This is an optimization exercise on Yosys and OpenROAD, whose aim is small area, not a production implementation. RTL that was checked went through simulation tests only; none was proved equivalent to the original. Power figures rest on the tool's default switching activity, not on a simulated workload.

## FPGA_ScoreBoard_TOP
module FPGA_ScoreBoard_TOP(
	input CLK_50MHZ,
	input BTN_WEST,
	input RS232_DCE_RXD,
	output RS232_DCE_TXD,
	output [21:0] NF_A,
	input [7:0] NF_D_I,
	output [7:0] NF_D_O,
	output NF_D_OE,
	output NF_CE, NF_BYTE, NF_OE,
	output reg NF_RP,
	output NF_WE, NF_WP
);
==> module FPGA_ScoreBoard_TOP, before the edit <==
module FPGA_ScoreBoard_TOP(
	input CLK_50MHZ,
	input BTN_WEST,
	input RS232_DCE_RXD,
	output RS232_DCE_TXD,
	output [21:0] NF_A,
	input [7:0] NF_D_I,
	output [7:0] NF_D_O,
	output NF_D_OE,
	output NF_CE, NF_BYTE, NF_OE,
	output reg NF_RP,
	output NF_WE, NF_WP
);
wire clk = CLK_50MHZ;
wire rst = BTN_WEST;
reg [11:0] acc;
reg tick_rx, tick_tx;
reg [3:0] tdiv;                
wire [12:0] acc_sum = {1'b0, acc} + 13'd151;
always @(posedge clk)
	if (rst) begin acc <= 0; tick_rx <= 0; end
	else begin acc <= acc_sum[11:0]; tick_rx <= ~acc[11] & acc_sum[11]; end
always @(posedge clk)
	if (rst) begin tdiv <= 0; tick_tx <= 0; end
	else begin
		tick_tx <= tick_rx & (tdiv == 4'd7);
		if (tick_rx) tdiv <= tdiv + 1'b1;
	end
reg mdone;
wire mrst = ~mdone;
always @(posedge clk)
	if (rst) mdone <= 0;
	else if (acc == 12'd1943) mdone <= 1;
always @(posedge clk) NF_RP <= rst;
reg rx_s1, rx_s2, rx_m;
reg start, r2, r3;
reg [3:0] cnt, bcnt;
reg [7:0] rxdata;
wire maj = (r3 & r2) | (r3 & rx_s2) | (r2 & rx_s2);
wire bytedone = ~mrst & tick_rx & start & (cnt == 0) & (bcnt == 4'd8);
always @(posedge clk)
	if (tick_rx) begin rx_s1 <= RS232_DCE_RXD; rx_s2 <= rx_s1; rx_m <= rx_s2; end
always @(posedge clk)
	if (mrst) start <= 0;
	else if (tick_rx) begin
		if (rx_m & ~rx_s2 & ~start) begin start <= 1; cnt <= 15; bcnt <= 0; end
		if (start) begin
			if (cnt == 4'd11) r3 <= rx_s2;
			if (cnt == 4'd8) r2 <= rx_s2;
			if (cnt == 4'd4) rxdata <= {maj, rxdata[7:1]};
			if (cnt != 0) cnt <= cnt - 1'b1;
			else begin
				cnt <= 15;
				if (bcnt != 4'd8) bcnt <= bcnt + 1'b1;
				else start <= 0;
			end
		end
	end
reg [4:0] ps;
reg [1:0] bc;
reg cmd_q, act_q;
reg [7:0] R;
reg [3:0] ts;
wire tx_wait = (ts == 4'd12) | (ts == 4'd13);
wire pickup = tick_tx & tx_wait;
always @(posedge clk)
	if (rst) ps <= (ps == 5'd11) ? 5'd12 : 5'd0;
	else if (bytedone) ps <= 5'd1;
	else if (ps == 5'd0) ps <= 5'd0;
	else if (ps <= 5'd3) begin if (tick_rx) ps <= ps + 1'b1; end
	else if (ps == 5'd7 & bc != 2'd2) ps <= 5'd0;
	else if (ps == 5'd29) ps <= 5'd30;
	else if (ps == 5'd30) begin if (mrst | pickup) ps <= 5'd0; end
	else ps <= ps + 1'b1;
always @(posedge clk)
	if (rst) bc <= 0;
	else if (ps == 5'd7) bc <= (bc == 2'd2) ? 2'd0 : bc + 1'b1;
always @(posedge clk)
	if (rst) begin if (ps == 5'd11) cmd_q <= 0; end
	else if (ps == 5'd7 & bc == 2'd0) cmd_q <= rxdata[0];
always @(posedge clk) act_q <= (ps >= 5'd13) & (ps <= 5'd22);
always @(posedge clk)
	if (mrst) ts <= 4'd11;
	else if (tick_tx) begin
		if (tx_wait) ts <= (ps == 5'd30) ? 4'd15 : 4'd12;
		else if (ts == 4'd15) ts <= 4'd0;
		else if (ts == 4'd9) ts <= 4'd13;
		else if (ts == 4'd11) ts <= 4'd12;
		else ts <= ts + 1'b1;
	end
assign RS232_DCE_TXD = (ts == 4'd0) ? 1'b0 : (ts == 4'd11 | ts == 4'd12 | ts == 4'd15) ? 1'b1 : ~R[0];
always @(posedge clk)
	if (ps == 5'd7 & bc == 2'd1) R <= rxdata;
	else if (ps == 5'd23) R <= cmd_q ? NF_D_I : rxdata;
	else if (~mrst & tick_tx & ts >= 4'd1 & ts <= 4'd7) R <= {1'b0, R[7:1]};
assign NF_A[21:8] = 14'd0;
assign NF_A[7:0] = R;
assign NF_D_O = rxdata;
assign NF_CE = ~act_q;
assign NF_OE = ~(act_q & cmd_q);
assign NF_WE = ~(act_q & ~cmd_q);
assign NF_D_OE = act_q & ~cmd_q;
assign NF_BYTE = 1'b0;
assign NF_WP = 1'b0;
endmodule
==> flow/config.mk <==
export PLATFORM = sky130hd
export DESIGN_NAME = FPGA_ScoreBoard_TOP
export DESIGN_NICKNAME = FPGA_ScoreBoard_TOP
export VERILOG_FILES = /design/flow/design.v
export SDC_FILE = /design/flow/constraint.sdc
export NUM_CORES = 4
export LEC_CHECK = 0
export CAP_MARGIN = 20
export CORE_MARGIN = 2
export CORE_UTILIZATION = 40
export SLEW_MARGIN = 20
==> flow/constraint.sdc <==
create_clock -name core_clock -period 20.0 [get_ports {CLK_50MHZ}]
set_input_delay 4.0000 -clock core_clock [delete_from_list [all_inputs] [get_ports {CLK_50MHZ}]]
set_output_delay 4.0000 -clock core_clock [all_outputs]
set_load 0.01 [all_outputs]
run.sh (not shown) runs the stock make flow with config.mk's settings and CLKGATE_MAP_FILE= SYNTH_SCRIPT=/design/flow/synth_recipe.tcl, a recipe that flattens the netlist after the stock synthesis.
Change:
==> flow/design.v (replaced) <==
module FPGA_ScoreBoard_TOP(
	input CLK_50MHZ,
	input BTN_WEST,
	input RS232_DCE_RXD,
	output RS232_DCE_TXD,
	output [21:0] NF_A,
	input [7:0] NF_D_I,
	output [7:0] NF_D_O,
	output NF_D_OE,
	output NF_CE, NF_BYTE, NF_OE,
	output reg NF_RP,
	output NF_WE, NF_WP
);
wire clk = CLK_50MHZ;
wire rst = BTN_WEST;
reg [1:0] bc;                  
reg [11:0] acc;
reg tick_rx, tick_tx;
reg [3:0] tdiv;                
wire [12:0] acc_sum = {1'b0, acc} + 13'd151;
always @(posedge clk)
	if (rst) begin acc <= 0; tick_rx <= 0; end
	else begin acc <= acc_sum[11:0]; tick_rx <= ~acc[11] & acc_sum[11]; end
always @(posedge clk)
	if (rst) begin tdiv <= 0; tick_tx <= 0; end
	else begin
		tick_tx <= tick_rx & (tdiv == 4'd7);
		if (tick_rx) tdiv <= tdiv + 1'b1;
	end
reg mdone;
wire mrst = ~mdone;
always @(posedge clk)
	if (rst) mdone <= 0;
	else if (acc == 12'd1943) mdone <= 1;
always @(posedge clk) NF_RP <= rst;
reg rx_s1, rx_s2, rx_m;
reg r2, r3;
reg [7:0] rc;
reg [7:0] rxdata;              
wire maj = (r3 & r2) | (r3 & rx_s2) | (r2 & rx_s2);
wire rx_idle = (rc == 8'd255);
wire bytedone = ~mrst & tick_rx & (rc == 8'd0);
wire rx_shift = ~mrst & tick_rx & ~rx_idle & (rc[3:0] == 4'd4);
always @(posedge clk)
	if (tick_rx) begin rx_s1 <= RS232_DCE_RXD; rx_s2 <= rx_s1; rx_m <= rx_s2; end
always @(posedge clk)
	if (mrst) rc <= 8'd255;
	else if (tick_rx) begin
		if (rx_idle) begin if (rx_m & ~rx_s2) rc <= 8'd143; end
		else begin
			rc <= rc - 1'b1;
			if (rc[3:0] == 4'd11) r3 <= rx_s2;
			if (rc[3:0] == 4'd8) r2 <= rx_s2;
		end
	end
always @(posedge clk)
	if (rx_shift & bc != 2'd2) rxdata <= {maj, rxdata[7:1]};
reg [4:0] ps;
reg cmd_q;
reg [7:0] R;                   
reg [3:0] ts;
wire tx_wait = (ts == 4'd12) | (ts == 4'd13);
wire pickup = tick_tx & tx_wait;
always @(posedge clk)
	if (rst) ps <= (ps == 5'd11) ? 5'd12 : (ps >= 5'd13 & ps <= 5'd22) ? 5'd31 : 5'd0;
	else if (bytedone) ps <= 5'd1;
	else if (ps == 5'd0) ps <= 5'd0;
	else if (ps <= 5'd3) begin if (tick_rx) ps <= ps + 1'b1; end
	else if (ps == 5'd7 & bc != 2'd2) ps <= 5'd0;
	else if (ps == 5'd29) ps <= 5'd30;
	else if (ps == 5'd30) begin if (mrst | pickup) ps <= 5'd0; end
	else if (ps == 5'd31) ps <= 5'd0;
	else ps <= ps + 1'b1;
always @(posedge clk)
	if (rst) bc <= 0;
	else if (ps == 5'd7) bc <= (bc == 2'd2) ? 2'd0 : bc + 1'b1;
always @(posedge clk)
	if (rst) begin if (ps == 5'd11) cmd_q <= 0; end
	else if (ps == 5'd7 & bc == 2'd0) cmd_q <= rxdata[0];
wire act = (ps >= 5'd14 & ps <= 5'd23) | (ps == 5'd31);
always @(posedge clk)
	if (mrst) ts <= 4'd11;
	else if (tick_tx) begin
		if (tx_wait) ts <= (ps == 5'd30) ? 4'd15 : 4'd12;
		else if (ts == 4'd15) ts <= 4'd0;
		else if (ts == 4'd9) ts <= 4'd13;
		else if (ts == 4'd11) ts <= 4'd12;
		else ts <= ts + 1'b1;
	end
assign RS232_DCE_TXD = (ts == 4'd0) ? 1'b0 : (ts == 4'd11 | ts == 4'd12 | ts == 4'd15) ? 1'b1 : ~R[0];
always @(posedge clk)
	if (ps == 5'd23 & cmd_q) R <= NF_D_I;
	else if ((rx_shift & bc == 2'd2) | (~mrst & tick_tx & ts >= 4'd1 & ts <= 4'd7)) R <= {maj, R[7:1]};
assign NF_A[21:8] = 14'd0;
assign NF_A[7:0] = rxdata;
assign NF_D_O = R;
assign NF_CE = ~act;
assign NF_OE = ~(act & cmd_q);
assign NF_WE = ~(act & ~cmd_q);
assign NF_D_OE = act & ~cmd_q;
assign NF_BYTE = 1'b0;
assign NF_WP = 1'b0;
endmodule
Result: Cell count falls slightly. Synthesized area fell by a few percent. Sequential power shrinks by a few percent. Worst setup slack got worse by 0.53 ns. Routed wire length goes down by a few percent.

* * *

FPGA_ScoreBoard_TOP, a different RTL version from the one above (not shown whole).
Size in the first run: about 260 cells after synthesis, about 60 flip-flops, roughly 49 I/O pins, ~0.0026 mm2 of cells after synthesis.
==> module FPGA_ScoreBoard_TOP, before the edit <==
module FPGA_ScoreBoard_TOP(
	input CLK_50MHZ,
	input BTN_WEST,
	input RS232_DCE_RXD,
	output RS232_DCE_TXD,
	output [21:0] NF_A,
	input [7:0] NF_D_I,
	output [7:0] NF_D_O,
	output NF_D_OE,
	output NF_CE, NF_BYTE, NF_OE,
	output reg NF_RP,
	output NF_WE, NF_WP
);
wire clk = CLK_50MHZ;
wire rst = BTN_WEST;
reg [1:0] bc;                  
reg [11:0] acc;
reg tick_rx, tick_tx;
reg [3:0] tdiv;                
wire [12:0] acc_sum = {1'b0, acc} + 13'd151;
always @(posedge clk)
	if (rst) begin acc <= 0; tick_rx <= 0; end
	else begin acc <= acc_sum[11:0]; tick_rx <= ~acc[11] & acc_sum[11]; end
always @(posedge clk)
	if (rst) begin tdiv <= 0; tick_tx <= 0; end
	else begin
		tick_tx <= tick_rx & (tdiv == 4'd7);
		if (tick_rx) tdiv <= tdiv + 1'b1;
	end
reg mdone;
wire mrst = ~mdone;
always @(posedge clk)
	if (rst) mdone <= 0;
	else if (acc == 12'd1943) mdone <= 1;
always @(posedge clk) NF_RP <= rst;
reg rx_s1, rx_s2, m3, r2;
reg [7:0] rc;
reg [7:0] rxdata;              
wire maj = (m3 & r2) | (m3 & rx_s2) | (r2 & rx_s2);
wire rx_idle = (rc == 8'd255);
wire bytedone = ~mrst & tick_rx & (rc == 8'd0);
wire rx_shift = ~mrst & tick_rx & ~rx_idle & (rc[3:0] == 4'd4);
wire r3_hold = ~rx_idle & (rc[3:0] >= 4'd5) & (rc[3:0] <= 4'd10);
always @(posedge clk)
	if (tick_rx) begin
		rx_s1 <= RS232_DCE_RXD; rx_s2 <= rx_s1;
		if (~r3_hold) m3 <= rx_s2;
	end
always @(posedge clk)
	if (mrst) rc <= 8'd255;
	else if (tick_rx) begin
		if (rx_idle) begin if (m3 & ~rx_s2) rc <= 8'd143; end
		else begin
			rc <= rc - 1'b1;
			if (rc[3:0] == 4'd8) r2 <= rx_s2;
		end
	end
always @(posedge clk)
	if (rx_shift & bc != 2'd2) rxdata <= {maj, rxdata[7:1]};
reg [4:0] ps;
reg cmd_q;
reg [7:0] R;                   
reg [3:0] ts;
wire tx_wait = (ts == 4'd12) | (ts == 4'd13);
wire pickup = tick_tx & tx_wait;
always @(posedge clk)
	if (rst) ps <= (ps == 5'd11) ? 5'd12 : (ps >= 5'd13 & ps <= 5'd22) ? 5'd31 : 5'd0;
	else if (bytedone) ps <= 5'd1;
	else if (ps == 5'd0) ps <= 5'd0;
	else if (ps <= 5'd3) begin if (tick_rx) ps <= ps + 1'b1; end
	else if (ps == 5'd7 & bc != 2'd2) ps <= 5'd0;
	else if (ps == 5'd30) begin if (mrst | pickup) ps <= 5'd0; end
	else if (ps == 5'd31) ps <= 5'd0;
	else ps <= ps + 1'b1;
always @(posedge clk)
	if (rst) bc <= 0;
	else if (ps == 5'd7) bc <= (bc == 2'd2) ? 2'd0 : bc + 1'b1;
always @(posedge clk)
	if (rst) begin if (ps == 5'd11) cmd_q <= 0; end
	else if (ps == 5'd7 & bc == 2'd0) cmd_q <= rxdata[0];
wire act = (ps >= 5'd14 & ps <= 5'd23) | (ps == 5'd31);
always @(posedge clk)
	if (mrst) ts <= 4'd12;
	else if (tick_tx) begin
		if (tx_wait) ts <= (ps == 5'd30) ? 4'd15 : 4'd12;
		else if (ts == 4'd15) ts <= 4'd0;
		else if (ts == 4'd9) ts <= 4'd13;
		else ts <= ts + 1'b1;
	end
assign RS232_DCE_TXD = (ts == 4'd0) ? 1'b0 : (ts == 4'd12 | ts == 4'd15) ? 1'b1 : ~R[0];
always @(posedge clk)
	if (ps == 5'd23 & cmd_q) R <= NF_D_I;
	else if ((rx_shift & bc == 2'd2) | (tick_tx & ts >= 4'd1 & ts <= 4'd7)) R <= {maj, R[7:1]};
assign NF_A[21:8] = 14'd0;
assign NF_A[7:0] = rxdata;
assign NF_D_O = R;
assign NF_CE = ~act;
assign NF_OE = ~(act & cmd_q);
assign NF_WE = ~(act & ~cmd_q);
assign NF_D_OE = act & ~cmd_q;
assign NF_BYTE = 1'b0;
assign NF_WP = 1'b0;
endmodule
clock: 20.0 ns
lec_check: 0
cap_margin: 20
core_margin: 2
core_utilization: 40
slew_margin: 20
standard.sh (not shown) runs the stock make flow with config.mk's settings and CLKGATE_MAP_FILE= SYNTH_SCRIPT=/design/flow/synth_recipe.tcl, a recipe that flattens the netlist after the stock synthesis.
==> flow/flow/run.sh <==
#!/bin/bash
# Layout flow: the standard flow (standard.sh) with these settings changed:
#  - synthesis: adders are left to ABC instead of being mapped to half/full-adder cells
#    (ADDER_MAP_FILE empty), and ABC maps with Yosys's default area script, given only the
#    liberty file and don't-use list (flow/abc_args.tcl) instead of ORFS's speed script;
#  - ports are buffered with sky130_fd_sc_hd__buf_1;
#  - the constant outputs share the one tie cell synthesis makes (SKIP_REPAIR_TIE_FANOUT);
#  - CTS builds its tree from sky130_fd_sc_hd__clkbuf_4 without dummy loads;
#  - after global routing, repair_timing downsizes gates off the critical paths (RECOVER_POWER).
# The synthesis script is synth_recipe.tcl with only its source line pointed at the edited copy of
# ORFS's synth.tcl, so synth still runs with -nofsm -noshare and the netlist is flattened and
# renamed as synth_recipe.tcl does. Each tool's output goes to the logs ORFS writes under
# orfs/logs; make's own output goes to flow_make.log.
set -euo pipefail
W=$(pwd)
{ cat "$W/flow/abc_args.tcl"
  sed 's|log_cmd abc {\*}\$abc_args|log_cmd abc {*}[flow_abc_args $abc_args]|' "$FLOW_HOME/scripts/synth.tcl"
} > "$W/flow_synth.tcl"
grep -q 'log_cmd abc {\*}\[flow_abc_args \$abc_args\]' "$W/flow_synth.tcl"
sed "s|source \$::env(SCRIPTS_DIR)/synth.tcl|source $W/flow_synth.tcl|" \
  "$W/synth_recipe.tcl" > "$W/flow_synth_recipe.tcl"
grep -q "source $W/flow_synth.tcl" "$W/flow_synth_recipe.tcl"
sed "s|SYNTH_SCRIPT=[^ ]*|SYNTH_SCRIPT=$W/flow_synth_recipe.tcl|" "$W/standard.sh" > "$W/flow_standard.sh"
grep -q "SYNTH_SCRIPT=$W/flow_synth_recipe.tcl" "$W/flow_standard.sh"
bash "$W/flow_standard.sh" ADDER_MAP_FILE= SKIP_REPAIR_TIE_FANOUT=1 RECOVER_POWER=100 \
  "BUFFER_PORTS_ARGS=-buffer_cell sky130_fd_sc_hd__buf_1" \
  "CTS_ARGS=-sink_clustering_enable -repair_clock_nets -dont_use_dummy_load -buf_list sky130_fd_sc_hd__clkbuf_4 -sink_clustering_size 20" \
  finish > "$W/flow_make.log" 2>&1
==> flow/flow/abc_args.tcl <==
# The arguments of ORFS's abc call without its -script, -constr and -D options: Yosys's default
# ABC script then maps for area with the liberty file and don't-use list alone.
proc flow_abc_args { args_in } {
  set out {}
  set skip 0
  foreach a $args_in {
    if { $skip } {
      set skip 0
      continue
    }
    if { $a in {-script -constr -D} } {
      set skip 1
      continue
    }
    lappend out $a
  }
  return $out
}
The baseline completed with no timing, DRC or antenna violations.
Then changed:
--- a/flow/design.v
+++ b/flow/design.v
@@ -65,23 +65,24 @@
 wire pickup = tick_tx & tx_wait;
 always @(posedge clk)
-	if (rst) ps <= (ps == 5'd11) ? 5'd12 : (ps >= 5'd13 & ps <= 5'd22) ? 5'd31 : 5'd0;
+	if (rst) ps <= (ps == 5'd19) ? 5'd20 : (ps >= 5'd21 & ps <= 5'd30) ? 5'd31 : 5'd0;
 	else if (bytedone) ps <= 5'd1;
 	else if (ps == 5'd0) ps <= 5'd0;
-	else if (ps <= 5'd3) begin if (tick_rx) ps <= ps + 1'b1; end
-	else if (ps == 5'd7 & bc != 2'd2) ps <= 5'd0;
-	else if (ps == 5'd30) begin if (mrst | pickup) ps <= 5'd0; end
-	else if (ps == 5'd31) ps <= 5'd0;
+	else if (ps <= 5'd3) begin if (tick_rx) ps <= (ps == 5'd3) ? 5'd12 : ps + 1'b1; end
+	else if (ps == 5'd4) begin if (tick_rx) ps <= mrst ? 5'd0 : 5'd5; end
+	else if (ps == 5'd5) begin if (mrst | pickup) ps <= 5'd0; end
+	else if (ps == 5'd15 & bc != 2'd2) ps <= 5'd0;
+	else if (ps == 5'd31) ps <= 5'd4;
 	else ps <= ps + 1'b1;
 always @(posedge clk)
 	if (rst) bc <= 0;
-	else if (ps == 5'd7) bc <= (bc == 2'd2) ? 2'd0 : bc + 1'b1;
+	else if (ps == 5'd15) bc <= (bc == 2'd2) ? 2'd0 : bc + 1'b1;
 always @(posedge clk)
-	if (rst) begin if (ps == 5'd11) cmd_q <= 0; end
-	else if (ps == 5'd7 & bc == 2'd0) cmd_q <= rxdata[0];
-wire act = (ps >= 5'd14 & ps <= 5'd23) | (ps == 5'd31);
+	if (rst) begin if (ps == 5'd19) cmd_q <= 0; end
+	else if (ps == 5'd15 & bc == 2'd0) cmd_q <= rxdata[0];
+wire act = (ps >= 5'd22);
 always @(posedge clk)
 	if (mrst) ts <= 4'd12;
 	else if (tick_tx) begin
-		if (tx_wait) ts <= (ps == 5'd30) ? 4'd15 : 4'd12;
+		if (tx_wait) ts <= (ps == 5'd5) ? 4'd15 : 4'd12;
 		else if (ts == 4'd15) ts <= 4'd0;
 		else if (ts == 4'd9) ts <= 4'd13;
@@ -90,5 +91,5 @@
 assign RS232_DCE_TXD = (ts == 4'd0) ? 1'b0 : (ts == 4'd12 | ts == 4'd15) ? 1'b1 : ~R[0];
 always @(posedge clk)
-	if (ps == 5'd23 & cmd_q) R <= NF_D_I;
+	if (ps == 5'd31 & cmd_q) R <= NF_D_I;
 	else if ((rx_shift & bc == 2'd2) | (tick_tx & ts >= 4'd1 & ts <= 4'd7)) R <= {maj, R[7:1]};
 assign NF_A[21:8] = 14'd0;
Effect:
- final cell count climbs by 2.2%
- worst setup slack is about the same
- power went up by 1.5%
- cell area is higher by 2.1%
- wire length increases by 6.6%
- worst hold slack degrades by 0.016 ns
- global-route usage grows by 0.14 points
- clock power rises by about 2%
- clock skew is lower by 0.017 ns
- die area went up by 2.0%
- synthesized cell count increases by 2.4%
- register-to-register slack is worse by 0.07 ns
- combinational power is higher by about 4%
- synthesized area rises by 2.1%
For the second run of this note, only the layout was checked, not whether the RTL still works.

## re-timing with driven ports
How much do the figures lean on ideal ports? The routed layouts below were timed once more, with nothing changed but the port constraints. Step 1 (the two cells are an assumption about what drives the block):
set clk [get_ports {CLK_50MHZ}]
set_driving_cell -lib_cell sky130_fd_sc_hd__clkbuf_16 $clk
set_driving_cell -lib_cell sky130_fd_sc_hd__buf_2 [delete_from_list [all_inputs] $clk]
Step 2 adds t to the input delays and takes it off the output delays; t is the mean of the earliest and latest rising clock arrival at the registers after step 1. Input paths then give back, and output paths get back, about the clock's delay inside the block. Slacks: no drivers / after step 1 / after step 2; pairs: no drivers / after step 1.
run | t, ns | setup WS [ns] | worst hold slack (ns) | slew at the worst register clock pin (ns)
the first run of note 1 | 0.353 | 13.921 / 13.892 / 14.245 | 0.424 / 0.424 / 0.424 | 0.07 / 0.07
the second run of note 1 | 0.365 | 13.393 / 13.363 / 13.729 | 0.424 / 0.424 / 0.424 | 0.07 / 0.07
the first run of note 2 | 0.396 | 14.326 / 14.301 / 14.051 | 0.453 / 0.453 / 0.453 | 0.10 / 0.10
the second run of note 2 | 0.411 | 14.323 / 14.297 / 14.030 | 0.437 / 0.437 / 0.437 | 0.10 / 0.10
After both steps every run listed still meets setup and hold. The setup slack of the second run of note 2, which loses most, moves by -0.026 ns with the drivers and by -0.293 ns with both steps.
